From an optimization exercise on the open Yosys and OpenROAD flow, aimed at small area, a short achievable clock period and few clock cycles per item; shortcuts taken in it are not production practice.
At most, simulation tests tie the RTL to the original design; equivalence was not proved.
The RTL of runs 1 to 5 was laid out without a check of its function.
No activity file was given, so power comes from the tool's default toggle rates.

## design/flow/flow/abc_step2.script

```
strash
dch
map -D 2000
topo
stime -c
buffer -c
upsize -c -D 2000
dnsize -c -D 2000
```

## design/flow/flow/abc_step1.script

```
strash
dch
map -D 1500
topo
stime -c
buffer -c
upsize -c -D 1500
dnsize -c -D 1500
```

## design/flow/standard.sh

```bash
#!/bin/bash
# synth_recipe.tcl (not shown) runs the flow's synth.tcl, then flattens the netlist and writes it again
# the make line also repeats each setting of config.mk as NAME=value (left out here)
make -C /OpenROAD-flow-scripts/flow DESIGN_CONFIG=/design/flow/config.mk WORK_HOME=/design/flow/orfs CLKGATE_MAP_FILE= SYNTH_SCRIPT=/design/flow/synth_recipe.tcl "${@:-finish}"
```

## design/flow/flow/run.sh

```bash
#!/bin/bash
# The standard layout (standard.sh) with these changes to how it is made:
# - synthesis keeps the three combinational modules apart until ABC maps
#   them, and ABC maps each module with its own delay-targeted,
#   area-recovering script (flow/abc_*.script: normalisation 1500 ps, first
#   step 1500 ps, second step 2000 ps, top 2500 ps), without the adder cell
#   step; the netlist is then flattened as in the standard synthesis;
# - ports are buffered with the smallest buffer;
# - repair_timing aims at setup margin 4 ns.
# Each ORFS step keeps its own log under orfs/logs; make's output goes to standard.log.
set -euo pipefail
F=$(pwd)/flow
bash standard.sh SETUP_SLACK_MARGIN=4 "BUFFER_PORTS_ARGS=-buffer_cell sky130_fd_sc_hd__buf_1" ADDER_MAP_FILE= \
  SYNTH_SCRIPT=$F/synth_mod.tcl "SYNTH_KEEP_MODULES=division_norm division_step1 division_step2" \
  "ABC_MODULES=division division_norm division_step1 division_step2" \
  CUSTOM_ABC_SCRIPT=$F/abc_top.script ABC_SCRIPT_division_norm=$F/abc_norm.script \
  ABC_SCRIPT_division_step1=$F/abc_step1.script ABC_SCRIPT_division_step2=$F/abc_step2.script \
   finish > standard.log 2>&1
```

## design/flow/config.mk

```make
export PLATFORM = sky130hd
export DESIGN_NAME = division
export DESIGN_NICKNAME = division
export VERILOG_FILES = /design/flow/design.v
export SDC_FILE = /design/flow/constraint.sdc
export NUM_CORES = 4
export LEC_CHECK = 0
export CAP_MARGIN = 20
export CORE_MARGIN = 2
export CORE_UTILIZATION = 40
export PLACE_DENSITY = 0.6
export SETUP_SLACK_MARGIN = 4
export SLEW_MARGIN = 20
```

## design/flow/design.v

```verilog
module division(input clk, input rst, input start, input [31:0] dividendo, divisor,
                output [31:0] cociente, residuo, output done);
reg [15:0] rem;       
reg [16:0] dv;        
reg [15:0] quo;       
reg        busy, done_r;
wire [16:0] dv0;
wire [15:0] mark;
wire        imm;
division_norm u_norm(.n_in(dividendo[15:0]), .d_in(divisor[15:0]),
                     .dv0(dv0), .mark(mark), .imm(imm));
wire        ge1, ge2;
wire [15:0] r1, r2;
division_step1 u_s1(.rem(rem), .dv(dv), .ge(ge1), .r(r1));
division_step2 u_s2(.rem(r1), .dv(dv[16:1]), .ge(ge2), .r(r2));
always @(posedge clk) begin
  done_r <= 1'b0;
  if (rst) begin
    busy <= 1'b0;
  end else if (!busy) begin
    if (start) begin
      if (imm)
        done_r <= 1'b1;
      else
        busy <= 1'b1;
    end
  end else if (quo[14]) begin
    busy   <= 1'b0;
    done_r <= 1'b1;
  end
end
always @(posedge clk) begin
  if (!busy) begin
    rem <= dividendo[15:0];
    dv  <= dv0;
    quo <= mark;
  end else begin
    rem <= r2;
    dv  <= {2'b0, dv[16:2]};
    quo <= {quo[13:0], ge1, ge2};
  end
end
assign cociente = {16'd0, quo[14:0], ge1};
assign residuo  = {17'd0, r1[14:0]};
assign done     = done_r;
endmodule
module division_norm(input [15:0] n_in, d_in, output reg [16:0] dv0,
                     output [15:0] mark, output imm);
wire [16:0] m2;
assign m2[0] = 1'b1;
genvar i, t;
generate for (i = 1; i < 17; i = i + 1) begin : g_m2
  assign m2[i] = |n_in[15:i-1];
end endgenerate
wire [9:0] tt;
assign tt[0] = 1'b1;
assign tt[9] = 1'b0;
generate for (t = 1; t < 9; t = t + 1) begin : g_tt
  wire [32:0] sd = {17'd0, d_in} << (2 * t);
  assign tt[t] = ~|(sd & ~{16'd0, m2});
end endgenerate
wire [8:0] sel = tt[8:0] & ~tt[9:1];
integer k;
always @* begin
  dv0 = 17'd0;
  for (k = 0; k < 9; k = k + 1)
    dv0 = dv0 | ({17{sel[k]}} & ({1'b0, d_in} << (2 * k)));
end
generate for (t = 0; t < 8; t = t + 1) begin : g_mark
  assign mark[15 - 2*t] = 1'b0;
  assign mark[14 - 2*t] = sel[t + 1];
end endgenerate
assign imm = sel[0];
endmodule
module division_step1(input [15:0] rem, input [16:0] dv, output ge, output [15:0] r);
assign ge = ~dv[16] && (rem >= dv[15:0]);
assign r  = ge ? rem - dv[15:0] : rem;
endmodule
module division_step2(input [15:0] rem, input [15:0] dv, output ge, output [15:0] r);
assign ge = rem >= dv;
assign r  = ge ? rem - dv : rem;
endmodule
```

## design/flow/flow/abc_norm.script

```
strash
dch
map -D 1500
topo
stime -c
buffer -c
upsize -c -D 1500
dnsize -c -D 1500
```

## design/flow/constraint.sdc

```tcl
create_clock -name core_clock -period 10.0 [get_ports {clk}]
set_input_delay 2.0000 -clock core_clock [delete_from_list [all_inputs] [get_ports {clk}]]
set_output_delay 2.0000 -clock core_clock [all_outputs]
set_load 0.01 [all_outputs]
```

## design/flow/flow/synth_mod.tcl

```tcl
# The standard flow's synthesis script (ORFS synthesis without the fsm and share passes,
# flattened, function nets renamed).  ABC maps each module of ABC_MODULES
# (the top and the combinational modules kept by SYNTH_KEEP_MODULES) with its
# own delay-targeted script: ABC_SCRIPT_<module> if set, else CUSTOM_ABC_SCRIPT.
proc synth {args} { yosys synth -nofsm -noshare {*}$args }
proc abc {args} {
  set i [lsearch -exact $args -script]
  foreach m $::env(ABC_MODULES) {
    set key ABC_SCRIPT_$m
    set s $::env(CUSTOM_ABC_SCRIPT)
    if { [info exists ::env($key)] } { set s $::env($key) }
    set a [lreplace $args [expr {$i + 1}] [expr {$i + 1}] $s]
    yosys abc {*}$a $m
  }
}
source $::env(SCRIPTS_DIR)/synth.tcl
# left out here: clear keep_hierarchy, flatten, clean up, hide names made inside functions, write 1_2_yosys.v
```

## design/flow/flow/abc_top.script

```
strash
dch
map -D 2500
topo
stime -c
buffer -c
upsize -c -D 2500
dnsize -c -D 2500
```

==> results of run 1 <==
-- registers in the layout, summed over array words and instances (netlist names) --
| register | cells |
|---|---|
| busy | 1 |
| quo | 15 |
| dv | 17 |
| rem | 16 |
| done_r | 1 |
-- worst register-to-register path, stage by stage, from the launching register on --
cell and delay (ns):
dfxtp_1 0.44, nor2_1 0.11, nor2_1 0.29, nand2_1 0.18
nor3_1 0.21, a211oi_2 0.11, o41ai_2 0.28, nand2_2 0.52
a21oi_1 0.46, xor2_1 0.23, nor2_1 0.09, nor2_1 0.16
inv_1 0.08, a21oi_1 0.18, inv_1 0.11, a21boi_0 0.41
o221ai_2 0.14, buf_4 0.24, o21ai_0 0.12, o21ai_0 0.10
nand2_1 0.07, nand2_1 0.09
-- cell usage in the layout, fill, tap and decap left out, types with 3 or more instances in the layout --
master,n
xor2_1,15
o22ai_1,22
nor2_4,3
buf_1,66
nand2_2,6
a221oi_1,5
a211oi_1,5
o221ai_1,11
xnor2_1,11
o2111ai_1,9
nand2_1,237
nand3_1,15
a22oi_1,7
o221ai_2,3
nand4_1,3
nor3_1,16
dfxtp_1,49
a21oi_1,42
clkbuf_16,5
a311oi_1,3
conb_1,40
o21ai_1,4
o21ai_2,13
inv_2,14
o21ai_0,41
nor2_1,121
inv_1,120
-- cell type report --
class                           instances  area share, %
Sequential cell                        50          18.26
Clock buffer                            6          2.348
Inverter                              135          9.232
Multi-Input combinational cell        663          61.32
Tap cell                              172          3.921
Clock inverter                          1         0.1368
Timing Repair Buffer                   68          4.787
-- routing by layer --
layer  up-vias  track usage (%)
met5         -                0
met4         0            8.810
met3        43            3.101
met2       193            34.27
met1      2453            29.64
li1       2854                -
-- stage by stage --
stage	cells	setup WS [ns]	area [um2]	utilization, %	hold slack [ns]
3_3_place_gp	1088	5.248	5353	42.42	0.4345
3_5_place_dp	1088	5.238	5353	42.42	0.4384
2_1_floorplan	913	6.045	5309	-	0.4580
5_1_grt	1095	4.658	5489	43.50	0.4611
6_report	1095	4.923	5489	43.50	0.4499
4_1_cts	1095	4.912	5489	43.50	0.4534
-- how the worst max path moves through the flow --
stage                        from    endpoint  cells after the start
global placement    dividendo[15]       dv[7]                     13
floorplan                   dv[1]  residuo[1]                     12
CTS                         dv[6]  residuo[1]                      9
detailed placement          dv[6]  residuo[1]                      9
finish                      dv[6]  residuo[1]                      9
global route                dv[6]  residuo[1]                      9
-- report_power, final --
group,switching (mW),internal (mW),total (mW)
combinational,0.519,0.250,0.769
sequential,0.0289,0.226,0.255
clock,0.0714,0.0915,0.163
total,0.619,0.568,1.19
==> summary.md, run 1 <==
| Metric | Value |
|---|---|
| GRT Util Overall | ~22% |
| Slowest-stage cell, CP | nand2_2 |
| Max-Cap Viols | 0 |
| R2R Setup Slk | between 5 and 6 ns |
| Final Power | about 1.2 mW |
| Clk slew on worst S/H paths | approximately 0.06 ns |
| Max_slew headroom | a little over a third |
| Drt initial violations | 382 |
| Hold path depth | 2 |
| Clock period minus worst slack | 5.077 ns |
| Detailed Route WL | 15430 um |
| Hold buffer count at CTS | 0 |
| Io pins | approximately 130 |
| CTS tree | built |
| Worst hold path type | reg2reg |
| Max Used Layer | met4 |
| Post-Syn Area | between 0.005 and 0.006 mm2 |
| Clk buf depth | 2 |
| Vias in the first global route | between 4k and 5k |
| WL/cell | approximately 14 um |
| Mean Syn Cell Area | between 5 and 6 um2 |
| Final-stage net count | a little under 1k |
| Synthesis Warnings | 2 |
| Gpl congestion | slightly below 1 |
| Port Buffers | 66 |
| HP Start | quo[8] |
| Drt pass-1 iters | 5 |
| # diodes | 0 |
| Initial antenna violation count | 0 |
| Worst-Skew Late Latency | 0.29 ns |
| First-pass GRT wire length | about 25000 um |
| Clock root buffer | clkbuf_16 |
| RSZ-0062 raised after global routing | false |
| Leak pwr | about 2.7 nW |
| Largest net degree at the start of global routing | 53 |
| Status | timing/DRC/antenna clean |
| Post-CTS resize count | 0 |
| Area growth syn-to-layout | 6.248% |
| Vias per Instance | ~5 |
| Cell Rows | between 40 and 50 |
| Setup tns final | 0 ns |
| CP max stage delay | between 0.5 and 0.6 ns |
| Wire length on met2 | 6753 um |
| Die height | between 100 and 150 um |
| P per Cell Area | around 220 mW/mm2 |
| Number of nets with antenna violations after routing | 0 |
| CTS Buf Count | 5 |
| Hold path endpoint | quo[10] |
| H-tree levels | 2 |
| Initial Util | roughly two fifths |
| R2R depth | 21 |
| Final setup viols | 0 |
| FF-to-FF End | rem[5] |
| Fin Clk Skew | around 0.0082 ns |
| Multi-input gate area in the final layout | 0.003366 mm2 |
| Metal3 WL | 922 um |
| Vias | roughly 5.5k |
| Crit share post-route | around half |
| Critical Path AT | 3.08 ns |
| Critical Path End Type | output pin |
| Met1 Routed Length | ~7200 um |
| Top cell by count, worst path | nor2_1 |
| Gate Count Post-Synth | 875 |
| Chip width | approximately 120 um |
| Worst Path Max Fanout | 33 |
| Final slew viol count | 0 |
| Final hold vios | 0 |
| Hpwl dp | between 10000 and 15000 um |
| Clock Sinks | 50 |
| Worst-path cell chain | nor2_1 > nor2_1 > nand2_1 > nor3_1 > a211oi_2 > o41ai_2 > nand2_2 > a21oi_1 > buf_1 |
| Worst-Margin Slew | 0.9506 ns |
| CP Buf/Inv Count | 1 |
| Delay-heaviest family, CP | simple AND/OR/NAND/NOR gates |
| Register area | approximately 0.001 mm2 |
| Crit Path Class | reg2out |
| Req. time, crit path | 8.00 ns |
| RR Startpoint | dv[6] |
| F_max | 197.0 MHz |
| Filler cell count in the final layout | between 1k and 1.5k |
| Setup crit start kind | flip-flop |
| Grt ovf | 0 |
| Share of cells above drive strength 1 | approximately 7.4% |
| Post-CTS repair timing setup buffer count | 0 |
| Peak VDD IR | 71.80 uV |
| Die ar. | approximately 0.014 mm2 |
| CORE AREA | 0.01262 mm2 |
| Remaining DRCs | 0 |
==> run 2, diff against run 1 <==
--- a/design/flow/flow/run.sh
+++ b/design/flow/flow/run.sh
@@ -5,3 +5,3 @@
 #   area-recovering script (flow/abc_*.script: normalisation 1500 ps, first
-#   step 1500 ps, second step 2000 ps, top 2500 ps), without the adder cell
+#   step 1000 ps, second step 1500 ps, top 2500 ps), without the adder cell
 #   step; the netlist is then flattened as in the standard synthesis;
==> design/flow/flow/abc_step1.script (replaced) <==
strash
dch
map -D 1000
topo
stime -c
buffer -c
upsize -c -D 1000
dnsize -c -D 1000
==> design/flow/flow/abc_step2.script (replaced) <==
strash
dch
map -D 1500
topo
stime -c
buffer -c
upsize -c -D 1500
dnsize -c -D 1500
==> summary.md, run 2 <==
| Metric | Value |
|---|---|
| Met1 usage | 31.10% (+1.5 points) |
| Port Buffers | 66 (unchanged) |
| Crit share post-route | 47.05% (-3.7 points) |
| Io pins | 132 (unchanged) |
| Die ar. | 0.01489 mm2 (+7.6%) |
| Max_slew headroom | 35.95% (-0.68 points) |
| Worst-Margin Slew | 0.9608 ns (+0.01023 ns) |
| Worst Path Max Fanout | 34 (+3.0%) |
| Top reg by flops | dv |
| Final hold vios | 0 (unchanged) |
| Most frequent cells in the layout | 243 x nand2_1, 112 x nor2_1, 104 x inv_1 |
| Gr busiest metal | met2 |
| Gate Count Post-Synth | 924 (+5.6%) |
| Post-Syn Area | 0.005572 mm2 (+7.8%) |
| Max-Cap Viols | 0 (unchanged) |
| Crit Path Class | reg2out |
| Mean Syn Cell Area | 6.030 um2 (+2.1%) |
| Final-stage net count | 1039 (+4.9%) |
| Hold buffer count at CTS | 0 (unchanged) |
| # diodes | 0 (unchanged) |
| Drt initial violations | 394 (+3.1%) |
| Clock root buffer | clkbuf_16 |
| Peak VDD IR | 77.10 uV (+7.4%) |
| Hpwl dp | 13420 um (+11%) |
| Number of nets with antenna violations after routing | 0 (unchanged) |
| CTS tree | built |
| H-tree levels | 2 (unchanged) |
| Fin Clk Skew | 0.003573 ns (-0.004614 ns) |
| Grt ovf | 0 (unchanged) |
| Largest net degree at the start of global routing | 53 (unchanged) |
| Largest register FFs | 17 (unchanged) |
| Vias in the first global route | 5385 (+8.3%) |
| Final slew viol count | 0 (unchanged) |
| Gpl congestion | 0.9530 (-1.6%) |
| Met3 usage | 2.341% (-0.76 points) |
| Synthesis Warnings | 2 (unchanged) |
| Status | timing/DRC/antenna clean |
| GRT Util Overall | 22.65% (+0.95 points) |
| Chip width | 122.0 um (+3.7%) |
| Vias per Instance | 5.152 (+1.8%) |
| Setup crit start kind | flip-flop |
| Die height | 122.0 um (+3.7%) |
| Leak pwr | 2.775 nW (+3.8%) |
| Clk buf depth | 2 (unchanged) |
| Post-CTS repair timing setup buffer count | 0 (unchanged) |
| WL/cell | 14.58 um (+3.5%) |
| Final setup viols | 0 (unchanged) |
| CTS Buf Count | 5 (unchanged) |
| Post-CTS resize count | 0 (unchanged) |
| CORE AREA | 0.01372 mm2 (+8.7%) |
| First-pass GRT wire length | 26760 um (+8.0%) |
| Detailed Route WL | 16820 um (+9.0%) |
| Final Power | 1.213 mW (+2.2%) |
| Req. time, crit path | 8.00 ns (about the same) |
| Hold slack | 0.4498 ns (-0.00006500 ns) |
| Vias | 5940 (+7.2%) |
| F_max | 212.5 MHz (+7.9%) |
| Commonest non-fill, non-tap cell in the layout | nand2_1 |
| Post-route insts no fill | 1153 (+5.3%) |
| Area growth syn-to-layout | 5.794% |
| Clock period minus worst slack | 4.705 ns (-0.3712 ns) |
| Share of cells above drive strength 1 | 12.23% (+4.9 points) |
| Grt met2 use | 36.98% (+2.7 points) |
| RSZ-0062 raised after global routing | false |
| Worst setup margin | 5.295 ns (+0.3712 ns) |
| Clock Sinks | 50 (unchanged) |
| Critical Path AT | 2.71 ns (-0.37 ns) |
| Critical Path End Type | output pin |
| Remaining DRCs | 0 (unchanged) |
| Cell Rows | 43 (+4.9%) |
| Setup tns final | 0 ns (unchanged) |
| P per Cell Area | 205.9 mW/mm2 (-4.8%) |
| Initial Util | 40.61% (-0.33 points) |
| Dpl cells | 1145 (+5.2%) |
| Worst hold path type | reg2reg |
| Worst-Skew Late Latency | 0.29 ns (about the same) |
| DP Worst Slack | 5.311 ns (+0.07308 ns) |
| Clk slew on worst S/H paths | 0.07 ns (about the same) |
| Drt pass-1 iters | 5 (unchanged) |
| Initial antenna violation count | 0 (unchanged) |
[run 2: changes by cell type in the layout (fill, tap and decap cells not counted), moves of 6 or more]
cell     previous run  this run
xor2_1             15         6
inv_2              14        26
nand2_1           237       243
nor2_2              2        13
xnor2_1            11         5
o21ai_0            41        52
o21ai_2            13        21
inv_1             120       104
nand3_2             1         8
nor2_1            121       112
[run 2: final timing paths]
| check | from | depth (start not counted) | to | slack (ns) |
|---|---|---|---|---|
| setup / recovery | dv[14] | 9 | residuo[0] | 5.29 |
| setup reg to reg | dv[14] | 21 | rem[2] | 5.65 |
| hold / removal | quo[5] | 2 | quo[7] | 0.45 |
| hold reg to reg | quo[5] | 2 | quo[7] | 0.45 |
[run 2: cell type report]
class / instances / area, um2
clock inverter: 1 / 5.005
tap: 180 / 225.2
inverter: 131 / 491.7
sequential: 50 / 1002
fill: 1577 / 7825
multi-input combinational: 716 / 3765
clock buffer: 7 / 142.6
timing repair buffer: 68 / 262.8
[run 2: critical path, cell delays in order, from the launching register on]
cell and delay (ns):
dfxtp_1 0.45, nor2_1 0.08, nor2_1 0.31, nand3_2 0.18, nor3_4 0.23, a21oi_4 0.10
nor2_8 0.53, o21ai_0 0.23, o21ai_2 0.12, buf_1 0.16
[run 2: metal layers]
metal  part of all wire [%]  up-vias
li1                       -     3066
met1                     46     2649
met2                     46      195
met3                    5.9       30
met4                    2.2        0
met5                      0        -
[run 2: report_power, final]
group | internal (mW) | leakage (nW) | switching (mW) | total (mW)
clock network | 0.0993 | 0.0739 | 0.0727 | 0.172
logic | 0.256 | 2.28 | 0.529 | 0.785
registers | 0.225 | 0.419 | 0.0314 | 0.257
total | 0.580 | 2.78 | 0.633 | 1.21
[run 2: stage by stage]
step,area [um2],utilization [%]
floorplan,5714,-
global placement,5747,41.89
detailed placement,5747,41.89
CTS,5894,42.96
global route,5894,42.96
finish,5894,42.96
==> run 3, diff against run 2 <==
--- a/design/flow/flow/run.sh
+++ b/design/flow/flow/run.sh
@@ -5,3 +5,3 @@
 #   area-recovering script (flow/abc_*.script: normalisation 1500 ps, first
-#   step 1000 ps, second step 1500 ps, top 2500 ps), without the adder cell
+#   step 1200 ps, second step 1800 ps, top 2500 ps), without the adder cell
 #   step; the netlist is then flattened as in the standard synthesis;
==> design/flow/flow/abc_step1.script (replaced) <==
strash
dch
map -D 1200
topo
stime -c
buffer -c
upsize -c -D 1200
dnsize -c -D 1200
==> design/flow/flow/abc_step2.script (replaced) <==
strash
dch
map -D 1800
topo
stime -c
buffer -c
upsize -c -D 1800
dnsize -c -D 1800
==> summary.md, run 3 <==
| Metric | Value |
|---|---|
| Initial Util | 41.08% (+0.47 points) |
| Req. time, crit path | 8.00 ns (about the same) |
| Clock period minus worst slack | 4.831 ns (+0.1257 ns) |
| Mean Syn Cell Area | 5.921 um2 (-1.8%) |
| Worst-path cell chain | inv_1 > nor2_1 > nor2_4 > a31oi_1 > nand2_2 > a31oi_2 > o311ai_2 > nand2_4 > clkinv_2 > o21ai_1 > buf_1 |
| Die ar. | 0.01394 mm2 (-6.4%) |
| Worst setup margin | 5.169 ns (-0.1257 ns) |
| Max-Cap Viols | 0 (unchanged) |
| Share of cells above drive strength 1 | 7.320% (-4.9 points) |
| Number of nets with antenna violations after routing | 0 (unchanged) |
| Critical Path AT | 2.83 ns (+0.12 ns) |
| Grt ovf | 0 (unchanged) |
| Crit share post-route | 48.31% (+1.3 points) |
| Max_slew headroom | 35.82% (-0.12 points) |
| Worst-Skew Late Latency | 0.30 ns (about the same) |
| F_max | 207.0 MHz (-2.6%) |
| Cell Rows | 41 (-4.7%) |
| DP Worst Slack | 5.369 ns (+0.05723 ns) |
| Slowest-stage cell, CP | dfxtp_1 |
| FF-to-FF End | rem[5] |
| RR Startpoint | dv[3] |
| Worst-Margin Slew | 0.9627 ns (+0.001840 ns) |
| Vias in the first global route | 4971 (-7.7%) |
| Met1 Routed Length | 7214 um (-7.3%) |
| CP Buf/Inv Count | 3 (+2) |
| Top reg by flops | dv |
| Die height | 118.1 um (-3.2%) |
| CTS tree | built |
| Largest net degree at the start of global routing | 53 (unchanged) |
| Peak VDD IR | 74.55 uV (-3.3%) |
| Hold buffer count at CTS | 0 (unchanged) |
| H-tree levels | 2 (unchanged) |
| Clk slew on worst S/H paths | 0.07 ns (about the same) |
| Wire length on met2 | 6916 um (-9.9%) |
| Initial antenna violation count | 0 (unchanged) |
| Hold path endpoint | quo[9] |
| HP Start | quo[7] |
| Post-CTS resize count | 0 (unchanged) |
| CP max stage delay | 0.47 ns (-0.06 ns) |
| Hold path depth | 2 (unchanged) |
| Delay-heaviest family, CP | compound AO/OA/AOI/OAI gates |
| Final slew viol count | 0 (unchanged) |
| Vias | 5489 (-7.6%) |
| Metal3 WL | 966 um (-2.1%) |
| Clk buf depth | 2 (unchanged) |
| Largest register FFs | 17 (unchanged) |
| CORE AREA | 0.01267 mm2 (-7.6%) |
| Part of the power in registers | 21.5% (+0.3 points) |
| Switching share of power | 51.94% (-0.24 points) |
| Fin Clk Skew | 0.005289 ns (+0.001716 ns) |
| Crit Path Class | reg2out |
| P per Cell Area | 215.2 mW/mm2 (+4.5%) |
| Commonest non-fill, non-tap cell in the layout | nand2_1 |
| Io pins | 132 (unchanged) |
| WL/cell | 13.98 um (-4.2%) |
| Worst Path Max Fanout | 27 (-21%) |
| Pint | 574.8 uW (-0.96%) |
| Final-stage net count | 995 (-4.2%) |
| First-pass GRT wire length | 24880 um (-7.0%) |
| GRT Util Overall | 21.69% (-0.96 points) |
| R2R depth | 23 (+9.5%) |
| Area growth syn-to-layout | 6.755% |
| Setup crit start kind | flip-flop |
| Gate Count Post-Synth | 879 (-4.9%) |
| Remaining DRCs | 0 (unchanged) |
| Vias per Instance | 4.985 (-3.2%) |
| Psw | 621.1 uW (-1.9%) |
| Clock Sinks | 50 (unchanged) |
| Post-Syn Area | 0.005205 mm2 (-6.6%) |
| R2R Setup Slk | 5.56 ns (-0.09 ns) |
| Hpwl dp | 12020 um (-10%) |
| Setup tns final | 0 ns (unchanged) |
| Synthesis Warnings | 2 (unchanged) |
| Final hold vios | 0 (unchanged) |
| Critical Path End Type | output pin |
| Clock network power share | 14.9% (+0.7 points) |
| Port Buffers | 66 (unchanged) |
| Leak pwr | 2.722 nW (-1.9%) |
| CTS Buf Count | 5 (unchanged) |
| Post-CTS repair timing setup buffer count | 0 (unchanged) |
| Chip width | 118.1 um (-3.2%) |
| Detailed Route WL | 15390 um (-8.5%) |
| Gpl congestion | 0.9665 (+1.4%) |
| Most frequent cells in the layout | 240 x nand2_1, 119 x inv_1, 118 x nor2_1 |
| Clock root buffer | clkbuf_16 |
| Status | timing/DRC/antenna clean |
| Worst hold path type | reg2reg |
| Logic pwr share | 63.7% (-1.0 points) |
| Drt initial violations | 420 (+6.6%) |
| Drt pass-1 iters | 5 (unchanged) |
| RSZ-0062 raised after global routing | false |
| Final setup viols | 0 (unchanged) |
| Max Used Layer | met4 |
| # diodes | 0 (unchanged) |
| CP startpoint | dv[3] |
## run 3: changes by cell type in the layout (fill, tap and decap cells not counted), sizes merged, moves of 4 or more
cell and change:
xor2 +11, nor3 -8, nand2 -7, o21ai -24, nor2 -4, nand3 -8, o21bai -4
## run 3: worst max-delay path by stage
stage,cells past startpoint,slack (ns),endpoint
after floorplan,7,6.20,residuo[5]
after global placement,13,5.33,dv[7]
after detailed placement,13,5.37,dv[7]
after CTS,11,5.16,residuo[1]
after global routing,11,4.98,residuo[1]
final,11,5.17,residuo[1]
## run 3: area by class of cell
type	instances	area, um2
clock buffers	5	125.1
clock inverters	3	28.78
fillers	1437	7114
inverters	132	496.7
multi-input cells	671	3426
flip-flops and latches	50	1002
well taps	172	215.2
repair buffers	68	262.8
## run 3: layer usage
metal	global-route usage, %	vias up
met3	2.471	27
li1	-	2867
met5	0	-
met4	6.099	0
met1	30.26	2380
met2	35.15	215
## run 3: metrics by stage
| step | total power [mW] | std cells | utilization (%) | hold WS (ns) | cell area (um2) |
|---|---|---|---|---|---|
| 3_5_place_dp | 1.017 | 1093 | 42.64 | 0.4353 | 5403 |
| 5_1_grt | 1.324 | 1101 | 43.85 | 0.4645 | 5557 |
| 3_3_place_gp | 1.016 | 1093 | 42.64 | 0.4345 | 5403 |
| 6_report | 1.196 | 1101 | 43.85 | 0.4478 | 5557 |
| 4_1_cts | 1.200 | 1101 | 43.85 | 0.4492 | 5557 |
| 2_1_floorplan | 0.8607 | 917 | - | 0.4580 | 5348 |
## run 3: tightest hold or removal path: cells and delay by family (launching register included)
family	cells	cell delay [ns]
AND/OR/NAND/NOR	2	0.10
flip-flops	1	0.31
## run 3: power by group through the flow
| stage | Sequential (mW) | Combinational [mW] | Clock (mW) |
|---|---|---|---|
| final | 0.257 | 0.761 | 0.178 |
| after floorplan | 0.250 | 0.611 | 0 |
| after CTS | 0.256 | 0.760 | 0.183 |
| after global placement | 0.261 | 0.755 | 0 |
| after global routing | 0.261 | 0.873 | 0.190 |
| after detailed placement | 0.261 | 0.756 | 0 |
==> run 4, diff against run 3 <==
--- a/design/flow/flow/run.sh
+++ b/design/flow/flow/run.sh
@@ -4,4 +4,4 @@
 #   them, and ABC maps each module with its own delay-targeted,
-#   area-recovering script (flow/abc_*.script: normalisation 1500 ps, first
-#   step 1200 ps, second step 1800 ps, top 2500 ps), without the adder cell
+#   area-recovering script (flow/abc_*.script: normalisation 1000 ps, first
+#   step 1200 ps, second step 2000 ps, top 2500 ps), without the adder cell
 #   step; the netlist is then flattened as in the standard synthesis;
==> design/flow/flow/abc_norm.script (replaced) <==
strash
dch
map -D 1000
topo
stime -c
buffer -c
upsize -c -D 1000
dnsize -c -D 1000
==> design/flow/flow/abc_step2.script (replaced) <==
strash
dch
map -D 2000
topo
stime -c
buffer -c
upsize -c -D 2000
dnsize -c -D 2000
==> summary.md, run 4 <==
| Metric | Value |
|---|---|
| GRT Util Overall | 23.29% (+1.6 points) |
| Fin Clk Skew | 0.007672 ns (+0.002383 ns) |
| Drt pass-1 iters | 5 (unchanged) |
| Mean Syn Cell Area | 5.877 um2 (-0.75%) |
| Hold path depth | 2 (unchanged) |
| Max-Cap Viols | 0 (unchanged) |
| Initial Util | 41.15% (+0.075 points) |
| Die ar. | 0.01463 mm2 (+4.9%) |
| Vias | 5932 (+8.1%) |
| Crit share post-route | 48.13% (-0.19 points) |
| HP Start | quo[7] |
| R2R depth | 21 (-8.7%) |
| Crit Path Class | reg2out |
| Detailed Route WL | 16840 um (+9.4%) |
| Area growth syn-to-layout | 5.694% |
| Die height | 121.0 um (+2.4%) |
| # diodes | 0 (unchanged) |
| Post-Syn Area | 0.005471 mm2 (+5.1%) |
| Clk slew on worst S/H paths | 0.07 ns (about the same) |
| Worst hold path type | reg2reg |
| Chip width | 121.0 um (+2.4%) |
| Status | timing/DRC/antenna clean |
| Peak VDD IR | 78.31 uV (+5.0%) |
| FF-to-FF End | rem[15] |
| Initial antenna violation count | 0 (unchanged) |
| Commonest non-fill, non-tap cell in the layout | nand2_1 |
| Top reg by flops | dv |
| Largest net degree at the start of global routing | 53 (unchanged) |
| Final Power | 1.197 mW (about the same) |
| Final hold vios | 0 (unchanged) |
| Critical Path End Type | output pin |
| Final setup viols | 0 (unchanged) |
| Largest register FFs | 17 (unchanged) |
| Post-CTS resize count | 0 (unchanged) |
| Max_slew headroom | 38.13% (+2.3 points) |
| Setup crit start kind | flip-flop |
| F_max | 207.8 MHz (+0.39%) |
| Share of cells above drive strength 1 | 6.366% (-0.95 points) |
| P per Cell Area | 207.0 mW/mm2 (-3.8%) |
| Gate Count Post-Synth | 931 (+5.9%) |
| Final slew viol count | 0 (unchanged) |
| R2R Setup Slk | 5.54 ns (-0.02 ns) |
| Hpwl dp | 13430 um (+12%) |
| Critical Path AT | 2.81 ns (-0.02 ns) |
| Worst Path Max Fanout | 27 (unchanged) |
| Clock period minus worst slack | 4.813 ns (-0.01864 ns) |
| H-tree levels | 2 (unchanged) |
| Leak pwr | 2.740 nW (+0.64%) |
| Hold path endpoint | quo[9] |
| Clock Sinks | 50 (unchanged) |
| Remaining DRCs | 0 (unchanged) |
| CTS tree | built |
| First-pass GRT wire length | 27480 um (+10%) |
| Vias per Instance | 5.158 (+3.5%) |
| CTS Buf Count | 5 (unchanged) |
| Most frequent cells in the layout | 268 x nand2_1, 128 x nor2_1, 118 x inv_1 |
| Setup tns final | 0 ns (unchanged) |
| WL/cell | 14.64 um (+4.8%) |
| Worst-Margin Slew | 0.9280 ns (-0.03461 ns) |
| CORE AREA | 0.01330 mm2 (+4.9%) |
| Drt initial violations | 332 (-21%) |
| Req. time, crit path | 8.00 ns (about the same) |
| Synthesis Warnings | 2 (unchanged) |
| Clk buf depth | 2 (unchanged) |
| Gpl congestion | 0.9713 (+0.50%) |
| Worst-Skew Late Latency | 0.29 ns (about the same) |
| Number of nets with antenna violations after routing | 0 (unchanged) |
| Vias in the first global route | 5580 (+12%) |
| Final-stage net count | 1040 (+4.5%) |
| Post-CTS repair timing setup buffer count | 0 (unchanged) |
| Hold buffer count at CTS | 0 (unchanged) |
| RR Startpoint | dv[11] |
| Cell Rows | 42 (+2.4%) |
| Clock root buffer | clkbuf_16 |
| Port Buffers | 66 (unchanged) |
| Io pins | 132 (unchanged) |
| RSZ-0062 raised after global routing | false |
| Grt ovf | 0 (unchanged) |
-- run 4: area by class of cell --
type                       count  area [um2]
sequential                    50        1002
clock buffer                   5       125.1
tap                          176       220.2
timing repair buffer          68       262.8
inverter                     120       451.7
fill                        1515        7512
multi-input combinational    728        3695
clock inverter                 3       26.28
-- run 4: how the worst max path moves through the flow --
stage                  start          to  slack [ns]
2_1_floorplan         dv[11]  residuo[5]        6.20
3_3_place_gp   dividendo[15]      dv[10]        5.37
3_5_place_dp   dividendo[15]      dv[12]        5.43
4_1_cts                dv[3]  residuo[1]        5.16
5_1_grt               rem[5]  residuo[1]        4.91
6_report               dv[3]  residuo[1]        5.19
-- run 4: power breakdown --
| part | internal (mW) | leakage [nW] | switching [mW] |
|---|---|---|---|
| sequential | 0.226 | 0.419 | 0.0310 |
| clock | 0.0951 | 0.0748 | 0.0815 |
| combinational | 0.250 | 2.25 | 0.513 |
-- run 4: layer usage --
layer	vias to the layer above	wire length [um]	global-route usage, %	part of all wire, %
met5	-	0	0	0
met4	0	430	7.340	2.6
met3	43	1061	3.008	6.3
met2	226	7770	39.01	46
met1	2623	7578	30.98	45
li1	3040	-	-	-
-- run 4: worst max-delay path: stages, from the launching register on --
cell and delay, ns:
dfxtp_1 0.42, inv_1 0.06, nor2_1 0.17, nor2_4 0.07, a31oi_1 0.16, nand2_2 0.11
a31oi_2 0.26, o311ai_2 0.14, nand2_4 0.30, clkinv_2 0.28, o21ai_1 0.33, buf_1 0.19
-- run 4: stage by stage --
step / util [%] / hold slack, ns / instance area [um2] / setup WS, ns / instances
floorplan: - / 0.4580 / 5614 / 6.202 / 969
detailed placement: 42.36 / 0.4392 / 5632 / 5.433 / 1142
global route: 43.50 / 0.4733 / 5783 / 4.912 / 1150
finish: 43.50 / 0.4482 / 5783 / 5.187 / 1150
global placement: 42.36 / 0.4348 / 5632 / 5.371 / 1142
CTS: 43.50 / 0.4516 / 5783 / 5.160 / 1150
==> run 5, diff against run 4 <==
--- a/design/flow/flow/run.sh
+++ b/design/flow/flow/run.sh
@@ -4,4 +4,4 @@
 #   them, and ABC maps each module with its own delay-targeted,
-#   area-recovering script (flow/abc_*.script: normalisation 1000 ps, first
-#   step 1200 ps, second step 2000 ps, top 2500 ps), without the adder cell
+#   area-recovering script (flow/abc_*.script: normalisation 2000 ps, first
+#   step 1000 ps, second step 2000 ps, top 2500 ps), without the adder cell
 #   step; the netlist is then flattened as in the standard synthesis;
==> design/flow/flow/abc_norm.script (replaced) <==
strash
dch
map -D 2000
topo
stime -c
buffer -c
upsize -c -D 2000
dnsize -c -D 2000
==> design/flow/flow/abc_step1.script (replaced) <==
strash
dch
map -D 1000
topo
stime -c
buffer -c
upsize -c -D 1000
dnsize -c -D 1000
==> summary.md, run 5 <==
| Metric | Value |
|---|---|
| P per Cell Area | 215.9 mW/mm2 (+4.3%) |
| Slowest-stage cell, CP | nor2_8 |
| CORE AREA | 0.01324 mm2 (-0.40%) |
| Chip width | 120.6 um (-0.33%) |
| Initial antenna violation count | 0 (unchanged) |
| Critical Path End Type | output pin |
| Drt initial violations | 385 (+16%) |
| Share of cells above drive strength 1 | 9.026% (+2.7 points) |
| Worst hold path type | reg2reg |
| Most frequent cells in the layout | 254 x nand2_1, 133 x nor2_1, 115 x inv_1 |
| Peak VDD IR | 87.78 uV (+12%) |
| H-tree levels | 2 (unchanged) |
| Worst Path Max Fanout | 34 (+26%) |
| Mean Syn Cell Area | 5.824 um2 (-0.90%) |
| Fin Clk Skew | 0.008128 ns (+0.0004564 ns) |
| Worst-Skew Late Latency | 0.29 ns (about the same) |
| Post-CTS repair timing setup buffer count | 0 (unchanged) |
| F_max | 210.0 MHz (+1.1%) |
| Vias | 5910 (-0.37%) |
| Area growth syn-to-layout | 7.483% |
| Worst-Margin Slew | 0.7088 ns (-0.2193 ns) |
| Crit share post-route | 47.62% (-0.51 points) |
| Initial Util | 41.03% (-0.12 points) |
| Final-stage net count | 1052 (+1.2%) |
| Critical Path AT | 2.76 ns (-0.05 ns) |
| Io pins | 132 (unchanged) |
| WL/cell | 14.13 um (-3.5%) |
| CTS Buf Count | 5 (unchanged) |
| CTS tree | built |
| Drt pass-1 iters | 5 (unchanged) |
| GRT Util Overall | 22.56% (-0.74 points) |
| Largest register FFs | 17 (unchanged) |
| Post-Syn Area | 0.005434 mm2 (-0.69%) |
| Status | timing/DRC/antenna clean |
| Max-Cap Viols | 0 (unchanged) |
| CP max stage delay | 0.55 ns (+0.13 ns) |
| Hpwl dp | 13340 um (-0.69%) |
| Cell Rows | 42 (unchanged) |
| Hold slack | 0.4470 ns (-0.001179 ns) |
| Crit Path Class | reg2out |
| Final slew viol count | 0 (unchanged) |
| Vias per Instance | 5.086 (-1.4%) |
| Gate Count Post-Synth | 933 (+0.21%) |
| Synthesis Warnings | 2 (unchanged) |
| Remaining DRCs | 0 (unchanged) |
| Clock period minus worst slack | 4.762 ns (-0.05053 ns) |
| Top cell by count, worst path | nor2_1 |
| Worst-path cell chain | nor2_1 > nor2_1 > nand3_2 > nor3_4 > a21oi_4 > nor2_8 > o21ai_0 > o21ai_2 > buf_1 |
| Setup tns final | 0 ns (unchanged) |
| Setup crit start kind | flip-flop |
| Clock root buffer | clkbuf_16 |
| Req. time, crit path | 8.00 ns (about the same) |
| Commonest non-fill, non-tap cell in the layout | nand2_1 |
| Clk buf depth | 2 (unchanged) |
| RSZ-0062 raised after global routing | false |
| Largest net degree at the start of global routing | 52 (-1.9%) |
| Top reg by flops | dv |
| Leak pwr | 2.755 nW (+0.55%) |
| Final hold vios | 0 (unchanged) |
| Number of nets with antenna violations after routing | 0 (unchanged) |
| Die ar. | 0.01453 mm2 (-0.66%) |
| Clk slew on worst S/H paths | 0.07 ns (about the same) |
| Detailed Route WL | 16420 um (-2.5%) |
| Vias in the first global route | 5416 (-2.9%) |
| Grt ovf | 0 (unchanged) |
| First-pass GRT wire length | 26580 um (-3.3%) |
| Port Buffers | 66 (unchanged) |
| Gpl congestion | 0.9487 (-2.3%) |
| Hold buffer count at CTS | 0 (unchanged) |
| Clock Sinks | 50 (unchanged) |
| # diodes | 0 (unchanged) |
| Cell Area, Placed | 0.005647 mm2 (+0.27%) |
| Max_slew headroom | 52.75% (+15 points) |
| Final setup viols | 0 (unchanged) |
| Die height | 120.6 um (-0.33%) |
| Post-CTS resize count | 0 (unchanged) |
| Design Area, Final | 0.005841 mm2 (+1.0%) |
-- run 5: area by class of cell --
class | count | area (um2)
fill | 1534 | 7402
multi-input combinational | 728 | 3664
sequential | 50 | 1001
inverter | 131 | 491.7
timing repair buffer | 69 | 270.3
tap | 176 | 220.2
clock buffer | 5 | 125.1
clock inverter | 3 | 68.82
-- run 5: metrics by stage --
step / std cells / utilization (%) / total power [mW] / worst slack, ns
floorplan: 971 / - / 0.8847 / 6.143
global placement: 1154 / 42.64 / 1.040 / 5.073
detailed placement: 1154 / 42.64 / 1.042 / 5.139
CTS: 1162 / 44.10 / 1.264 / 5.227
global route: 1162 / 44.10 / 1.387 / 4.964
finish: 1162 / 44.10 / 1.261 / 5.238
-- run 5: metal layers --
| layer | vias to the layer above | wire [um] | track usage [%] |
|---|---|---|---|
| li1 | 3072 | - | - |
| met1 | 2630 | 7710 | 30.46 |
| met2 | 171 | 7486 | 37.46 |
| met3 | 37 | 714 | 1.509 |
| met4 | 0 | 512 | 8.866 |
| met5 | - | 0 | 0 |
-- run 5: path summary, 6_finish.rpt --
check	startpoint	to	slack, ns	depth (start not counted)
hold reg to reg	quo[7]	quo[9]	0.45	2
setup / recovery	dv[14]	residuo[0]	5.24	9
hold / removal	quo[7]	quo[9]	0.45	2
setup reg to reg	dv[14]	rem[5]	5.52	22
-- run 5: power breakdown --
part	internal, mW	switching [mW]
clock network	0.144	0.0736
registers	0.225	0.0286
logic	0.255	0.534
total	0.625	0.636
-- run 5: critical path: cells and delay by family, from the launching register on --
family / cells / cell delay [ns]
simple gates: 5 / 1.35
flops: 1 / 0.46
compound gates: 3 / 0.45
buf+inv: 1 / 0.18
==> run 6, diff against run 5 <==
--- a/design/flow/design.v
+++ b/design/flow/design.v
@@ -7,6 +7,12 @@
 wire [16:0] dv0;
+wire [8:0]  sel;
+division_norm u_norm(.n_in(dividendo[15:0]), .d_in(divisor[15:0]),
+                     .dv0(dv0), .sel(sel));
+wire        imm = sel[0];
 wire [15:0] mark;
-wire        imm;
-division_norm u_norm(.n_in(dividendo[15:0]), .d_in(divisor[15:0]),
-                     .dv0(dv0), .mark(mark), .imm(imm));
+genvar t;
+generate for (t = 0; t < 8; t = t + 1) begin : g_mark
+  assign mark[15 - 2*t] = 1'b0;
+  assign mark[14 - 2*t] = sel[t + 1];
+end endgenerate
 wire        ge1, ge2;
@@ -47,3 +53,3 @@
 module division_norm(input [15:0] n_in, d_in, output reg [16:0] dv0,
-                     output [15:0] mark, output imm);
+                     output [8:0] sel);
 wire [16:0] m2;
@@ -61,3 +67,3 @@
 end endgenerate
-wire [8:0] sel = tt[8:0] & ~tt[9:1];
+assign sel = tt[8:0] & ~tt[9:1];
 integer k;
@@ -68,7 +74,2 @@
 end
-generate for (t = 0; t < 8; t = t + 1) begin : g_mark
-  assign mark[15 - 2*t] = 1'b0;
-  assign mark[14 - 2*t] = sel[t + 1];
-end endgenerate
-assign imm = sel[0];
 endmodule
--- a/design/flow/flow/run.sh
+++ b/design/flow/flow/run.sh
@@ -4,4 +4,4 @@
 #   them, and ABC maps each module with its own delay-targeted,
-#   area-recovering script (flow/abc_*.script: normalisation 2000 ps, first
-#   step 1000 ps, second step 2000 ps, top 2500 ps), without the adder cell
+#   area-recovering script (flow/abc_*.script: normalisation 1500 ps, first
+#   step 1200 ps, second step 1800 ps, top 2500 ps), without the adder cell
 #   step; the netlist is then flattened as in the standard synthesis;
==> design/flow/flow/abc_norm.script (replaced) <==
strash
dch
map -D 1500
topo
stime -c
buffer -c
upsize -c -D 1500
dnsize -c -D 1500
==> design/flow/flow/abc_step1.script (replaced) <==
strash
dch
map -D 1200
topo
stime -c
buffer -c
upsize -c -D 1200
dnsize -c -D 1200
==> design/flow/flow/abc_step2.script (replaced) <==
strash
dch
map -D 1800
topo
stime -c
buffer -c
upsize -c -D 1800
dnsize -c -D 1800
==> summary.md, run 6 <==
| Metric | Value |
|---|---|
| Status | timing/DRC/antenna clean |
| Top cell type's share of synthesized area | roughly 20% |
| Seq/Total Area, Yosys | ~20% |
| Die height | 117.1 um (-2.8%) |
| Clock period minus worst slack | 4.891 ns (+0.1292 ns) |
| R2R Setup Slk | 5.52 ns (about the same) |
| Synth Area in XOR/XNOR | under 10% |
| Hold buffer count at CTS | 0 (unchanged) |
| Port Buffers | 66 (unchanged) |
| Asr flop ratio synth | 0% |
| Hold path depth | 2 (unchanged) |
| CTS Buf Count | 5 (unchanged) |
| Vias per Instance | 5.052 (-0.66%) |
| Fin Clk Skew | 0.007798 ns (-0.0003300 ns) |
| Area growth syn-to-layout | 8.042% |
| Crit share post-route | 48.91% (+1.3 points) |
| Vias in the first global route | 4966 (-8.3%) |
| Die ar. | 0.01372 mm2 (-5.6%) |
| Most frequent cells in the layout | 219 x nand2_1, 126 x inv_1, 125 x nor2_1 |
| P per Cell Area | 218.7 mW/mm2 (+1.3%) |
| Yosys top cell by area | dfxtp_1 |
| EDFF count, synth | 0 |
| Largest register FFs | 17 (unchanged) |
| Grt ovf | 0 (unchanged) |
| Max-Cap Viols | 0 (unchanged) |
| Compound-Gate Fraction of Synth Area | 24.10% |
| RSZ-0062 raised after global routing | false |
| Largest family of logic cells by synthesized area | simple AND/OR/NAND/NOR gates |
| Top cells by area, synth | dfxtp_1 20%, nand2_1 16%, inv_1 9.2% |
| Top cells by count, synth | 219 x nand2_1, 126 x inv_1, 125 x nor2_1 |
| HP Start | cociente[4] |
| Synth cell types | 62 |
| First-pass GRT wire length | 24250 um (-8.8%) |
| Setup tns final | 0 ns (unchanged) |
| Final slew viol count | 0 (unchanged) |
| Drt initial violations | 326 (-15%) |
| Post-CTS resize count | 0 (unchanged) |
| Initial Util | 40.73% (-0.31 points) |
| Commonest non-fill, non-tap cell in the layout | nand2_1 |
| H-tree levels | 2 (unchanged) |
| CTS tree | built |
| Clk buf depth | 2 (unchanged) |
| Share of cells above drive strength 1 | 7.424% (-1.6 points) |
| Post-route insts no fill | 1088 (-6.4%) |
| Max_slew headroom | 61.51% (+8.8 points) |
| Design Area, Final | 0.005530 mm2 (-5.3%) |
| Post-Syn Area | 0.005119 mm2 (-5.8%) |
| Top reg by flops | dv |
| Gpl congestion | 0.9451 (-0.38%) |
| Post-synthesis register bit count | 50 |
| Io pins | 132 (unchanged) |
| Critical Path AT | 2.89 ns (+0.13 ns) |
| RR Startpoint | dv[3] |
| Hold slack | 0.4173 ns (-0.02968 ns) |
| Synthesis Warnings | 2 (unchanged) |
| Gate Count Post-Synth | 863 (-7.5%) |
| Cell Area, Placed | 0.005356 mm2 (-5.1%) |
| WL/cell | 13.86 um (-1.9%) |
| Final hold vios | 0 (unchanged) |
| Cell Rows | 41 (-2.4%) |
| Worst-Skew Late Latency | 0.30 ns (about the same) |
| F_max | 204.4 MHz (-2.6%) |
| Clock Sinks | 50 (unchanged) |
| Met1 Routed Length | 7043 um (-8.7%) |
| Top-count cell post-synth | nand2_1 |
| Drt pass-1 iters | 5 (unchanged) |
| Max Used Layer | met4 |
| Critical Path End Type | output pin |
| Clock root buffer | clkbuf_16 |
| Vias | 5497 (-7.0%) |
| Post-CTS repair timing setup buffer count | 0 (unchanged) |
| Final Power | 1.210 mW (-4.1%) |
| Worst Path Max Fanout | 27 (-21%) |
| R2R depth | 23 (+4.5%) |
| Worst-Margin Slew | 0.5773 ns (-0.1314 ns) |
| # diodes | 0 (unchanged) |
| Final setup viols | 0 (unchanged) |
| DP Worst Slack | 5.295 ns (+0.1568 ns) |
| Largest net degree at the start of global routing | 45 (-13%) |
| Post-synthesis adder-cell area fraction | 0% |
| Req. time, crit path | 8.00 ns (about the same) |
| Chip width | 117.1 um (-2.8%) |
| CORE AREA | 0.01257 mm2 (-5.1%) |
| Wire length on met2 | 6787 um (-9.3%) |
| GRT Util Overall | 22.38% (-0.18 points) |
| Detailed Route WL | 15090 um (-8.1%) |
| Metal3 WL | 831 um (+16%) |
| Post-layout util | 44.00% (-0.10 points) |
| FF-to-FF End | rem[2] |
| Dpl cells | 1080 (-6.4%) |
| Number of nets with antenna violations after routing | 0 (unchanged) |
| Hold path endpoint | cociente[6] |
| Initial antenna violation count | 0 (unchanged) |
| Peak VDD IR | 79.68 uV (-9.2%) |
| Ys flop type | dfxtp_1 |
| Worst hold path type | reg2reg |
| Leak pwr | 2.660 nW (-3.4%) |
| Hpwl dp | 12020 um (-9.9%) |
| Setup crit start kind | flip-flop |
| Mean Syn Cell Area | 5.931 um2 (+1.8%) |
| Remaining DRCs | 0 (unchanged) |
| Clk slew on worst S/H paths | 0.07 ns (about the same) |
| Crit Path Class | reg2out |
| Worst setup margin | 5.109 ns (-0.1292 ns) |
| Final-stage net count | 982 (-6.7%) |
| Synth Area in Simple Gates | between 30% and 40% |
| Multiplexer area fraction after synthesis | 0% |
==> run 6: worst max path at each step <==
stage | endpoint | slack, ns | from | depth (start not counted)
3_3_place_gp | dv[7] | 5.26 | dividendo[15] | 13
4_1_cts | residuo[1] | 5.12 | dv[3] | 11
2_1_floorplan | residuo[5] | 6.20 | dv[11] | 7
5_1_grt | residuo[1] | 4.92 | dv[5] | 11
3_5_place_dp | dv[7] | 5.30 | dividendo[15] | 13
6_report | residuo[1] | 5.11 | dv[3] | 11
==> run 6: power by group <==
group	total (mW)	internal [mW]	switching [mW]
combinational	0.763	0.251	0.511
sequential	0.248	0.223	0.0253
clock	0.198	0.120	0.0786
==> run 6: routing by layer <==
layer	GRT usage (%)	vias to the layer above
li1	-	2843
met1	30.42	2397
met2	36.22	220
met3	2.832	37
met4	8.627	0
met5	0	-
==> run 6: worst max-delay path, stage by stage (launching register included) <==
cell and delay (ns):
dfxtp_1 0.45, inv_1 0.06, nor2_1 0.17, nor2_4 0.07, a31oi_1 0.18, nand2_2 0.11, a31oi_2 0.28, o311ai_2 0.15
nand2_4 0.31, clkinv_2 0.28, o21ai_1 0.34, buf_1 0.19
==> run 6: layout make-up <==
cell class	instances	area (um2)
sequential	50	1001
inverter	139	523.0
tap	172	215.2
fill	1435	7038
multi-input combinational	650	3347
clock buffer	5	125.1
clock inverter	3	48.80
timing repair buffer	69	270.3
==> run 6: cell families (layout without fill, tap and decap cells) <==
| family | after synthesis | after routing |
|---|---|---|
| compound gates | 182 | 182 |
| xor+xnor | 25 | 25 |
| buf+inv | 195 | 216 |
| flops | 50 | 50 |
| other cells | 1 | 33 |
| simple gates | 410 | 410 |
==> run 6: per-module statistics from Yosys, one instance, submodules excluded <==
| module | cells inside | flops+latches | copies in the design | area, um2 |
|---|---|---|---|---|
| division | 237 | 50 | 1 | 1838 |
| division_step2 | 226 | 0 | 1 | 1015 |
| division_norm | 186 | 0 | 1 | 1162 |
| division_step1 | 214 | 0 | 1 | 1104 |
Testbench counts of run 6, summed over its fixed seeds: cycles 12,906, items 4,000.
==> run 7, diff against run 6 <==
--- a/design/flow/flow/run.sh
+++ b/design/flow/flow/run.sh
@@ -5,3 +5,3 @@
 #   area-recovering script (flow/abc_*.script: normalisation 1500 ps, first
-#   step 1200 ps, second step 1800 ps, top 2500 ps), without the adder cell
+#   step 1000 ps, second step 1800 ps, top 2500 ps), without the adder cell
 #   step; the netlist is then flattened as in the standard synthesis;
==> design/flow/flow/abc_step1.script (replaced) <==
strash
dch
map -D 1000
topo
stime -c
buffer -c
upsize -c -D 1000
dnsize -c -D 1000
--- a/design/flow/config.mk
+++ b/design/flow/config.mk
@@ -11,3 +11,2 @@
 export PLACE_DENSITY = 0.6
-export SETUP_SLACK_MARGIN = 4
 export SLEW_MARGIN = 20
==> summary.md, run 7 <==
| Metric | Value |
|---|---|
| Peak VDD IR | 111.7 uV (+40%) |
| Clk slew on worst S/H paths | 0.08 ns (about the same) |
| F_max | 210.1 MHz (+2.8%) |
| Setup tns final | 0 ns (unchanged) |
| Multi-input gate area in the final layout | 0.003682 mm2 (+10%) |
| Gate Count Post-Synth | 909 (+5.3%) |
| Vias | 5867 (+6.7%) |
| Synth cell types | 65 (+4.8%) |
| Crit Path Class | reg2out |
| First-pass GRT wire length | 27110 um (+12%) |
| CP max stage delay | 0.53 ns (+0.08 ns) |
| R2R depth | 22 (-4.3%) |
| Hold path endpoint | cociente[10] |
| Top cell type's share of synthesized area | 18.30% (-1.3 points) |
| Worst Path Max Fanout | 34 (+26%) |
| Area growth syn-to-layout | 6.818% |
| Cell Rows | 42 (+2.4%) |
| Top-count cell post-synth | nand2_1 |
| Delay-heaviest family, CP | simple AND/OR/NAND/NOR gates |
| RR Startpoint | dv[14] |
| Commonest non-fill, non-tap cell in the layout | nand2_1 |
| Worst-Skew Late Latency | 0.30 ns (about the same) |
| Io pins | 132 (unchanged) |
| Worst-path cell chain | nor2_1 > nor2_1 > nand3_2 > nor3_4 > a21oi_4 > nor2_8 > o21ai_0 > o21ai_2 > buf_1 |
| Post-Syn Area | 0.005469 mm2 (+6.8%) |
| Initial antenna violation count | 0 (unchanged) |
| Port Buffers | 66 (unchanged) |
| Remaining DRCs | 0 (unchanged) |
| Final slew viol count | 0 (unchanged) |
| Clock root buffer | clkbuf_16 |
| Clk buf depth | 2 (unchanged) |
| CTS tree | built |
| Crit share post-route | 47.60% (-1.3 points) |
| CP startpoint | dv[14] |
| Final hold vios | 0 (unchanged) |
| FF-to-FF End | rem[15] |
| Synthesis Warnings | 2 (unchanged) |
| Final Power | 1.221 mW (+0.93%) |
| WL/cell | 14.60 um (+5.3%) |
| Top cells by area, synth | dfxtp_1 18%, nand2_1 15%, nor2_1 8.7% |
| HP Start | cociente[8] |
| EDFF count, synth | 0 (unchanged) |
| Ys flop type | dfxtp_1 |
| Largest net degree at the start of global routing | 45 (unchanged) |
| Asr flop ratio synth | 0% (unchanged) |
| Vias in the first global route | 5498 (+11%) |
| Chip width | 120.9 um (+3.3%) |
| Post-layout util | 43.94% (-0.063 points) |
| Slowest-stage cell, CP | nor2_8 |
| R2R Setup Slk | 5.65 ns (+0.13 ns) |
| Gpl congestion | 0.9639 (+2.0%) |
| Clock Sinks | 50 (unchanged) |
| Final-stage net count | 1027 (+4.6%) |
| Mean Syn Cell Area | 6.016 um2 (+1.4%) |
| GRT Util Overall | 22.87% (+0.49 points) |
| Top reg by flops | dv |
| Fin Clk Skew | 0.008373 ns (+0.0005747 ns) |
| Worst hold path type | reg2reg |
| Top cells by count, synth | 224 x nand2_1, 127 x nor2_1, 110 x inv_1 |
| Filler cell count in the final layout | 1508 (+5.1%) |
| Leak pwr | 2.715 nW (+2.1%) |
| CTS Buf Count | 5 (unchanged) |
| Worst-Margin Slew | 0.7009 ns (+0.1236 ns) |
| Top cell by count, worst path | nor2_1 |
| Post-CTS repair timing setup buffer count | 0 (unchanged) |
| # diodes | 0 (unchanged) |
| P per Cell Area | 209.0 mW/mm2 (-4.5%) |
| Hold buffer count at CTS | 0 (unchanged) |
| Max-Cap Viols | 0 (unchanged) |
| Drt initial violations | 429 (+32%) |
| Initial Util | 41.13% (+0.41 points) |
| Detailed Route WL | 16600 um (+10%) |
| Share of cells above drive strength 1 | 12.28% (+4.9 points) |
| Grt ovf | 0 (unchanged) |
| Number of nets with antenna violations after routing | 0 (unchanged) |
| RSZ-0062 raised after global routing | false |
| CORE AREA | 0.01330 mm2 (+5.8%) |
| Die height | 120.9 um (+3.3%) |
| Req. time, crit path | 8.00 ns (about the same) |
| Clock period minus worst slack | 4.760 ns (-0.1315 ns) |
| Critical Path End Type | output pin |
| Post-synthesis register bit count | 50 (unchanged) |
| Hold path depth | 2 (unchanged) |
| Critical Path AT | 2.76 ns (-0.13 ns) |
| Post-CTS resize count | 0 (unchanged) |
| Drt pass-1 iters | 5 (unchanged) |
| Die ar. | 0.01462 mm2 (+6.6%) |
| Final setup viols | 0 (unchanged) |
| Status | timing/DRC/antenna clean |
| H-tree levels | 2 (unchanged) |
| Yosys top cell by area | dfxtp_1 |
| Largest register FFs | 17 (unchanged) |
| Vias per Instance | 5.160 (+2.1%) |
| Max_slew headroom | 53.27% (-8.2 points) |
| Setup crit start kind | flip-flop |
| CP Buf/Inv Count | 1 (-2) |
| Register area | 0.001001 mm2 (unchanged) |
| Hpwl dp | 13170 um (+9.5%) |
| Most frequent cells in the layout | 224 x nand2_1, 127 x nor2_1, 110 x inv_1 |
| Seq/Total Area, Yosys | 18.30% (-1.3 points) |
## run 7: report_power, final
group / switching, mW / total, mW / internal [mW]
Clock: 0.0837 / 0.180 / 0.0960
Sequential: 0.0267 / 0.249 / 0.223
Combinational: 0.534 / 0.792 / 0.257
Total: 0.645 / 1.22 / 0.576
## run 7: worst max-delay path by stage
stage | depth (start not counted) | end
finish | 9 | residuo[0]
global route | 9 | residuo[0]
CTS | 9 | residuo[0]
detailed placement | 13 | dv[7]
global placement | 13 | dv[7]
floorplan | 13 | dv[11]
## run 7: layer usage
metal / wire (um) / vias to the layer above / track usage, %
li1: - / 3019 / -
met4: 502 / 0 / 8.648
met1: 7639 / 2634 / 31.16
met2: 7541 / 179 / 37.11
met5: 0 / - / 0
met3: 914 / 35 / 2.444
## run 7: modules after synthesis (local to each module, per instance)
| module | flops+latches | copies in the design | cells | cell area [um2] |
|---|---|---|---|---|
| division | 50 | 1 | 237 | 1838 |
| division_step1 | 0 | 1 | 260 | 1454 |
| division_norm | 0 | 1 | 186 | 1162 |
| division_step2 | 0 | 1 | 226 | 1015 |
## run 7: cell type report
type | instances | area share [%]
clock buffers | 5 | 2.142
well taps | 176 | 3.770
inverters | 137 | 8.803
multi-input cells | 697 | 63.03
flip-flops and latches | 50 | 17.13
clock inverters | 3 | 0.4926
repair buffers | 69 | 4.626
## run 7: worst min-delay path, cell delays in order, from the launching register on
cell and delay, ns:
dfxtp_1 0.31, inv_1 0.04, nor2_1 0.03
## run 7: logic make-up (layout without fill, tap and decap cells)
group | count (synthesis) | count (layout) | share of synthesized area (%)
AOI/OAI and AO/OA | 208 | 208 | 26.79
xor gates and xnor gates | 13 | 13 | 2.082
buffers and inverters | 194 | 214 | 16.68
DFF | 50 | 50 | 18.30
other | 1 | 33 | 0.06857
and+or+nand+nor | 443 | 443 | 36.08
## run 7: per-stage QoR
stage / cell area, um2 / instances / hold slack (ns) / setup WS (ns)
final: 5842 / 1137 / 0.4198 / 5.240
after global routing: 5842 / 1137 / 0.4397 / 5.031
after CTS: 5842 / 1137 / 0.4219 / 5.248
after detailed placement: 5688 / 1129 / 0.4118 / 5.335
after global placement: 5688 / 1129 / 0.4061 / 5.257
after floorplan: 5589 / 941 / 0.4473 / 6.281
==> run 8, diff against run 7 <==
--- a/design/flow/flow/run.sh
+++ b/design/flow/flow/run.sh
@@ -5,3 +5,3 @@
 #   area-recovering script (flow/abc_*.script: normalisation 1500 ps, first
-#   step 1000 ps, second step 1800 ps, top 2500 ps), without the adder cell
+#   step 1100 ps, second step 1800 ps, top 2500 ps), without the adder cell
 #   step; the netlist is then flattened as in the standard synthesis;
==> design/flow/flow/abc_step1.script (replaced) <==
strash
dch
map -D 1100
topo
stime -c
buffer -c
upsize -c -D 1100
dnsize -c -D 1100
--- a/design/flow/config.mk
+++ b/design/flow/config.mk
@@ -11,2 +11,3 @@
 export PLACE_DENSITY = 0.6
+export SETUP_SLACK_MARGIN = 4
 export SLEW_MARGIN = 20
==> summary.md, run 8 <==
| Metric | Value |
|---|---|
| Port Buffers | 66 (unchanged) |
| Dpl cells | 1090 (-3.5%) |
| # diodes | 0 (unchanged) |
| Vias in the first global route | 5028 (-8.5%) |
| Io pins | 132 (unchanged) |
| Worst-Skew Late Latency | 0.30 ns (about the same) |
| Top cells by count, synth | 228 x nand2_1, 118 x inv_1, 114 x nor2_1 |
| Post-route insts no fill | 1098 (-3.4%) |
| P per Cell Area | 208.9 mW/mm2 (about the same) |
| Post-synthesis register bit count | 50 (unchanged) |
| Share of cells above drive strength 1 | 8.639% (-3.6 points) |
| Post-Syn Area | 0.005186 mm2 (-5.2%) |
| Worst-path cell chain | nor2_1 > nor2_2 > nand2_1 > o21ai_1 > a21oi_4 > o21ai_2 > nand2_1 > o21ai_0 > buf_1 |
| Drt pass-1 iters | 5 (unchanged) |
| Req. time, crit path | 8.00 ns (about the same) |
| Number of nets with antenna violations after routing | 0 (unchanged) |
| Leak pwr | 2.638 nW (-2.8%) |
| Setup crit start kind | flip-flop |
| RR Startpoint | dv[7] |
| Initial Util | 41.10% (about the same) |
| Hold path endpoint | cociente[12] |
| WL/cell | 14.06 um (-3.7%) |
| Area growth syn-to-layout | 7.189% |
| Gate Count Post-Synth | 874 (-3.9%) |
| CORE AREA | 0.01262 mm2 (-5.1%) |
| Clk slew on worst S/H paths | 0.06 ns (-0.02 ns) |
| Worst hold path type | reg2reg |
| R2R depth | 22 (unchanged) |
| Max-Cap Viols | 0 (unchanged) |
| Post-CTS repair timing setup buffer count | 0 (unchanged) |
| First-pass GRT wire length | 24940 um (-8.0%) |
| Critical Path End Type | output pin |
| Crit Path Class | reg2out |
| Remaining DRCs | 0 (unchanged) |
| Setup tns final | 0 ns (unchanged) |
| CTS tree | built |
| Top cells by area, synth | dfxtp_1 19%, nand2_1 17%, inv_1 8.5% |
| RSZ-0062 raised after global routing | false |
| Synthesis Warnings | 2 (unchanged) |
| Final slew viol count | 0 (unchanged) |
| Largest net degree at the start of global routing | 45 (unchanged) |
| Crit share post-route | 46.57% (-1.0 points) |
| Largest register FFs | 17 (unchanged) |
| Grt ovf | 0 (unchanged) |
| H-tree levels | 2 (unchanged) |
| HP Start | cociente[10] |
| Peak VDD IR | 71.33 uV (-36%) |
| Drt initial violations | 428 (-0.23%) |
| Clock root buffer | clkbuf_16 |
| CP max stage delay | 0.49 ns (-0.04 ns) |
| Hold buffer count at CTS | 0 (unchanged) |
| Vias | 5655 (-3.6%) |
| Most frequent cells in the layout | 228 x nand2_1, 118 x inv_1, 114 x nor2_1 |
| Final setup viols | 0 (unchanged) |
| Vias per Instance | 5.150 (-0.19%) |
| Post-CTS resize count | 0 (unchanged) |
| Clk buf depth | 2 (unchanged) |
| Post-layout util | 44.05% (+0.11 points) |
| Chip width | 117.9 um (-2.5%) |
| Detailed Route WL | 15440 um (-7.0%) |
| Mean Syn Cell Area | 5.934 um2 (-1.4%) |
| Top-count cell post-synth | nand2_1 |
| Worst Path Max Fanout | 16 (-53%) |
| Top cell type's share of synthesized area | 19.30% (+1.0 points) |
| WP depth | 9 (unchanged) |
| Top cell by count, worst path | nand2_1 |
| Cell Rows | 41 (-2.4%) |
| Initial antenna violation count | 0 (unchanged) |
| Clock period minus worst slack | 4.657 ns (-0.1027 ns) |
| Status | timing/DRC/antenna clean |
| Top reg by flops | dv |
| Worst-Margin Slew | 0.5988 ns (-0.1022 ns) |
| Gpl congestion | 0.9592 (-0.49%) |
| FF-to-FF End | rem[15] |
| Cell Area, Placed | 0.005413 mm2 (-4.8%) |
| Clock Sinks | 50 (unchanged) |
| GRT Util Overall | 21.75% (-1.1 points) |
| CTS Buf Count | 5 (unchanged) |
| Design Area, Final | 0.005559 mm2 (-4.8%) |
| Critical Path AT | 2.66 ns (-0.10 ns) |
| R2R Setup Slk | 5.81 ns (+0.16 ns) |
| Seq/Total Area, Yosys | 19.30% (+1.0 points) |
| Yosys top cell by area | dfxtp_1 |
| Synth cell types | 66 (+1.5%) |
| Die ar. | 0.01389 mm2 (-5.0%) |
| Max_slew headroom | 60.08% (+6.8 points) |
| Ys flop type | dfxtp_1 |
| Delay-heaviest family, CP | compound AO/OA/AOI/OAI gates |
| EDFF count, synth | 0 (unchanged) |
| Slowest-stage cell, CP | o21ai_0 |
| CP Buf/Inv Count | 1 (unchanged) |
| F_max | 214.7 MHz (+2.2%) |
| Die height | 117.9 um (-2.5%) |
| Fin Clk Skew | 0.01176 ns (+0.003384 ns) |
| Final-stage net count | 992 (-3.4%) |
| Asr flop ratio synth | 0% (unchanged) |
| Hpwl dp | 12270 um (-6.8%) |
| Commonest non-fill, non-tap cell in the layout | nand2_1 |
| Hold path depth | 2 (unchanged) |
| Final hold vios | 0 (unchanged) |
run 8: final cells by class:
cell class | count | area, um2
multi-input combinational | 664 | 3420
inverter | 135 | 506.7
clock buffer | 5 | 125.1
sequential | 50 | 1001
fill | 1439 | 7061
tap | 172 | 215.2
clock inverter | 3 | 21.27
timing repair buffer | 69 | 270.3
run 8: kinds of logic (layout without fill, tap and decap cells):
| group | count (synthesis) | count (layout) | synth area share, % |
|---|---|---|---|
| AND/OR/NAND/NOR | 416 | 416 | 34.43 |
| XOR/XNOR | 21 | 21 | 3.691 |
| other | 1 | 33 | 0.07231 |
| buffers and inverters | 192 | 212 | 17.20 |
| AO/OA/AOI/OAI | 194 | 194 | 25.31 |
| flip-flops | 50 | 50 | 19.30 |
run 8: where the power goes:
part | total [mW] | internal (mW) | switching (mW) | leakage, nW
combinational | 0.742 | 0.244 | 0.498 | 2.15
sequential | 0.249 | 0.223 | 0.0266 | 0.416
clock | 0.170 | 0.0927 | 0.0772 | 0.0698
run 8: worst max-delay path by stage:
stage	startpoint	slack [ns]	endpoint
final	dv[7]	5.34	residuo[5]
after CTS	dv[8]	5.32	residuo[5]
after global routing	dv[8]	5.14	residuo[5]
after detailed placement	dividendo[15]	5.28	dv[7]
after global placement	dividendo[15]	5.23	dv[7]
after floorplan	dividendo[10]	6.28	dv[11]
run 8: Yosys stat by module (local to each module, per instance):
module          flops+latches  cell area, um2  cells  copies in the design
division_step2              0            1015    226                     1
division_step1              0            1171    225                     1
division                   50            1838    237                     1
division_norm               0            1162    186                     1
run 8: stage by stage:
step | setup slack, ns | power, mW | hold slack, ns
2_1_floorplan | 6.281 | 0.8390 | 0.4473
3_3_place_gp | 5.225 | 0.9876 | 0.4059
3_5_place_dp | 5.279 | 0.9877 | 0.4129
4_1_cts | 5.319 | 1.160 | 0.4222
5_1_grt | 5.143 | 1.279 | 0.4372
6_report | 5.343 | 1.161 | 0.4191
run 8: worst min-delay path: cells and delay by family (launching register included):
kind	cells	cell delay (ns)
simple gates	1	0.03
flops	1	0.31
buf+inv	1	0.04
run 8: metal layers:
| layer | up-vias | part of all wire, % | track usage, % |
|---|---|---|---|
| met5 | - | 0 | 0 |
| met4 | 0 | 2.9 | 8.208 |
| met3 | 34 | 6.3 | 1.308 |
| met2 | 231 | 45 | 35.76 |
| met1 | 2500 | 46 | 29.92 |
| li1 | 2890 | - | - |

## afterwards: timing with drivers on the ports
No port has a modelled driver above. Below, the same layouts with a new extraction and two added sets of constraints.
Step 1: set_driving_cell puts a clkbuf_16 on clk and a buf_2 on each other input, an assumption about the parent block.
Step 2 also shifts input and output timing later by t, the mid clock arrival at the registers, as if the neighbouring blocks saw the same clock.
a / b / c = ideal / step 1 / step 2; a / b = the first two.
run | t (ns) | slack for setup (ns)
run 1 | 0.323 | 4.923 / 4.886 / 5.189
run 2 | 0.324 | 5.295 / 5.257 / 5.169
run 3 | 0.332 | 5.169 / 5.130 / 5.331
run 4 | 0.328 | 5.187 / 5.150 / 5.310
run 5 | 0.327 | 5.238 / 5.201 / 5.030
run 6 | 0.332 | 5.109 / 5.071 / 5.231
run 7 | 0.333 | 5.240 / 5.202 / 5.250
run 8 | 0.328 | 5.343 / 5.309 / 5.192
After both steps setup and hold are still met in every run listed.
